This is an optimization exercise on Yosys and OpenROAD, whose aim is small area, a short achievable clock period and few clock cycles, not a production implementation. Only simulation tests tie the RTL to the original design; equivalence was not proved.

run 1:
// hex2dec
module hex2dec (
    input start,
    input [15:0] hex_data,
    output [7:0] ascii_data,
    output valid,
    output ready,
    input clk,
    input rstn
);
    reg [16:0] r;
    reg [3:0]  q;
    reg [2:0]  ph;       
    assign valid = (ph <= 3'd4);
    assign ready = (ph == 3'd4) || (ph == 3'd7);
    wire accept = start & ready;
    function automatic ge(input [15:0] x, input [15:0] k);
        integer i;
        begin
            ge = 1'b1;
            for (i = 0; i < 16; i = i + 1)
                ge = k[i] ? (x[i] & ge) : (x[i] | ge);
        end
    endfunction
    reg [9:0] c;
    integer j;
    always @(*) begin
        c = 10'd0;
        for (j = 1; j < 10; j = j + 1)
            if (q == j[3:0])
                c = 10'((j * 625) % 1024);
    end
    wire [13:0] m = {r[13:4] - c, r[3:0]};
    wire [16:0] r_step = {2'b00, m, 1'b0} + {m, 3'b000};
    wire [9:0] gm;
    wire [6:0] gx;
    assign gm[0] = 1'b1;
    assign gx[0] = 1'b1;
    genvar k;
    generate
        for (k = 1; k < 10; k = k + 1) begin : cmpm
            assign gm[k] = ge({5'd0, m[13:3]}, 125 * k);
        end
        for (k = 1; k < 7; k = k + 1) begin : cmpx
            assign gx[k] = ge({4'd0, hex_data[15:4]}, 625 * k);
        end
    endgenerate
    wire [9:0] ohm = gm & ~{1'b0, gm[9:1]};
    wire [6:0] ohx = gx & ~{1'b0, gx[6:1]};
    reg [3:0] qm, qx;
    always @(*) begin
  ...
Size: about 350 cells after synthesis, roughly 0.0020 mm^2 of cells after synthesis.
==> flow/config.mk <==
export PLATFORM = sky130hd
export DESIGN_NAME = hex2dec
export DESIGN_NICKNAME = hex2dec
export VERILOG_FILES = /design/flow/design.v
export SDC_FILE = /design/flow/constraint.sdc
export NUM_CORES = 4
export LEC_CHECK = 0
export CAP_MARGIN = 20
export CORE_MARGIN = 2
export CORE_UTILIZATION = 40
export SETUP_SLACK_MARGIN = 3.0
export SLEW_MARGIN = 20
==> flow/constraint.sdc <==
create_clock -name core_clock -period 6.0 [get_ports {clk}]
set_input_delay 1.2000 -clock core_clock [delete_from_list [all_inputs] [get_ports {clk}]]
set_output_delay 1.2000 -clock core_clock [all_outputs]
set_load 0.01 [all_outputs]
standard.sh (not shown) runs the stock make flow with config.mk's settings and CLKGATE_MAP_FILE= SYNTH_SCRIPT=/design/flow/synth_recipe.tcl, a recipe that flattens the netlist after the stock synthesis.
==> flow/flow/run.sh <==
#!/bin/bash
# Own layout flow: the standard synthesis, then its combinational logic mapped
# again by ABC for area (flip-flops kept as the standard synthesis made them:
# same instances, names and cells), then the standard flow from floorplan on.
set -euo pipefail
W=$(pwd)
R=$W/orfs/results/$FLOW_PLATFORM/hex2dec/base
L=$W/orfs/logs/$FLOW_PLATFORM/hex2dec/base
LIB=$FLOW_HOME/platforms/$FLOW_PLATFORM/lib/sky130_fd_sc_hd__tt_025C_1v80.lib
YOSYS=yosys
[[ -x $FLOW_HOME/../tools/install/yosys/bin/yosys ]] && YOSYS=$FLOW_HOME/../tools/install/yosys/bin/yosys
# ABC script for the second mapping: delay-targeted mapping with gate sizing
ABC_ARGS="-script $W/flow/abc.script"

bash standard.sh synth > $W/log_standard_synth.txt 2>&1
cp $R/1_2_yosys.v $W/standard_1_2_yosys.v

$YOSYS -q -l $W/log_cells.txt -p "read_liberty -ignore_miss_func $LIB; write_verilog -noattr $W/cells_all.v" > /dev/null
python3 $W/flow/comb_cells.py $W/cells_all.v $W/cells_comb.v

DU=$(grep -o -- "-dont_use [^ ]*" $L/1_2_yosys.log | sort -u | tr '\n' ' ')
cat > $W/resynth.ys <<EOY
read_liberty -lib $LIB
read_verilog $W/standard_1_2_yosys.v
hierarchy -top $FLOW_TOP
techmap -map $W/cells_comb.v
techmap
opt -fast
opt -purge
abc $ABC_ARGS -liberty $LIB $DU
opt_clean -purge
hilomap -singleton -hicell sky130_fd_sc_hd__conb_1 HI -locell sky130_fd_sc_hd__conb_1 LO
insbuf -buf sky130_fd_sc_hd__buf_4 A X
opt_clean -purge
stat -liberty $LIB
check -assert -mapped
write_verilog -noattr -nohex -nodec $W/resynth.v
EOY
$YOSYS -l $W/log_resynth.txt $W/resynth.ys > /dev/null
cp $W/resynth.v $R/1_2_yosys.v
rm -f $R/1_synth.odb
bash standard.sh "BUFFER_PORTS_ARGS=-buffer_cell sky130_fd_sc_hd__buf_1" finish > $W/log_standard_finish.txt 2>&1
==> flow/flow/abc.script <==
strash
balance
rewrite
refactor
balance
rewrite
rewrite -z
balance
refactor -z
rewrite -z
balance
balance
rewrite
refactor
balance
rewrite
rewrite -z
balance
refactor -z
rewrite -z
balance
dch -f
map -D 2000
buffer
upsize -D 2000
dnsize -D 2000
==> flow/flow/comb_cells.py <==
# Keep the combinational cells from Yosys's functional models of the
# library (read_liberty output): no flip-flops, latches, tie or tristate cells.
import re, sys
src = open(sys.argv[1]).read()
out = []
for body, name in re.findall(r'(module (\S+?)\(.*?endmodule)', src, re.S):
    if 'always' in body or ' reg ' in body or 'conb' in name or "'z" in body or 'bz' in body:
        continue
    if 'assign' not in body:
        continue
    out.append(body)
open(sys.argv[2], 'w').write('\n\n'.join(out) + '\n')
Testbench counts of run 1, summed over its fixed seeds: cycles 1,928.
Setup changes, run 1 to run 2
==> flow/flow/abc.script <==
strash
ifraig
balance
rewrite
refactor
balance
rewrite
rewrite -z
balance
refactor -z
rewrite -z
balance
dch -f
map -D 2000
buffer
upsize -D 2000
dnsize -D 2000
Results
- Run 2 | stages: all done | timing, DRC, antenna: all pass
- Run 2 against run 1.
- The run showing the smaller area added between synthesis and finish is run 2.
- Taking run 1 as the reference, in run 2 maximum frequency decreased 0.50%; maximum clock skew at final layout essentially unchanged; total routed wirelength decreased 3.8%.
diff inputs: run 2 => run 3
Settings: SETUP_SLACK_MARGIN: 3.0 -> 2.9.
==> flow/flow/abc.script <==
strash
balance
rewrite
refactor
balance
rewrite
rewrite -z
balance
refactor -z
rewrite -z
balance
balance
rewrite
refactor
balance
rewrite
rewrite -z
balance
refactor -z
rewrite -z
balance
dch -f
map -D 1700
buffer
upsize -D 1700
dnsize -D 1700
Notes after the runs:
Run 3 completed; timing, DRC and antenna clean. Going from run 2 to run 3, the global-route usage was found to have gone up by 1.0 points. The lower number of iterations in the first detailed-routing pass came out of run 2. Slowest library cell on the worst path = sky130_fd_sc_hd__dfxtp_2: run 2; slowest library cell on the worst path = sky130_fd_sc_hd__dfxtp_1: run 3. Run 3: cell count of the worst reg-to-reg path lower than run 2. Path length in cells of the critical path down 2 in run 3 wrt run 2. Top achievable clock speed: run 3 > run 2. On post-CTS setup repair buffer count, run 2 and run 3 are neck and neck. [compare] base=run 2 new=run 3: count of buffers not belonging to the clock network in the layout shows a reduction of about 8%; count of sequential standard cells barely changed.
> inputs changed (run 3 -> run 4)
Settings: SETUP_SLACK_MARGIN changed from 2.9 to 3.0.
diff --git a/flow/flow/abc.script b/flow/flow/abc.script
--- a/flow/flow/abc.script
+++ b/flow/flow/abc.script
@@ -23 +23 @@
-map -D 1700
+map -D 1600
@@ -25,2 +25,2 @@
-upsize -D 1700
-dnsize -D 1700
+upsize -D 1600
+dnsize -D 1600
### Flow results
Result for run 4 and run 3: all clean
From run 3 to run 4 the numbers moved as follows: cell count went up 18, final standard cell area without fillers went up 6.8%, hold slack held, all-layer global routing usage went up 1.6 points.
Taking run 3 as the reference, in run 4 final wirelength rose by 11%; sequential share of layout area fell by 1.2 points.

-- what the ideal ports hide --
The results above use ideal ports. As a check the final layouts listed here were re-extracted and re-timed, cells and wires unchanged.
Step 1 sets driving cells, clkbuf_16 on the clock port and buf_2 on the other inputs (assumed; they add their load-dependent delay and slew).
Step 2, shift: input delay + t, output delay - t, t = (earliest + latest rising clock arrival at the registers) / 2. This alone moves slack from input paths to output paths.
a / b / c = ideal / step 1 / step 2; a / b = the first two.
run | t (ns) | slack for setup (ns) | latest minus earliest clock arrival (ns) | slew at the worst register clock pin (ns)
run 1 | 0.289 | 3.224 / 3.224 / 3.205 | 0.004 / 0.004 | 0.08 / 0.08
run 2 | 0.285 | 3.210 / 3.210 / 3.136 | 0.002 / 0.002 | 0.08 / 0.08
run 3 | 0.295 | 3.289 / 3.289 / 3.198 | 0.003 / 0.003 | 0.08 / 0.08
run 4 | 0.294 | 3.389 / 3.389 / 3.248 | 0.006 / 0.006 | 0.09 / 0.09
After both steps every run listed still meets setup and hold. For run 4, which loses most, drivers alone change the setup slack by 0.000 ns; drivers and shift together by -0.141 ns.
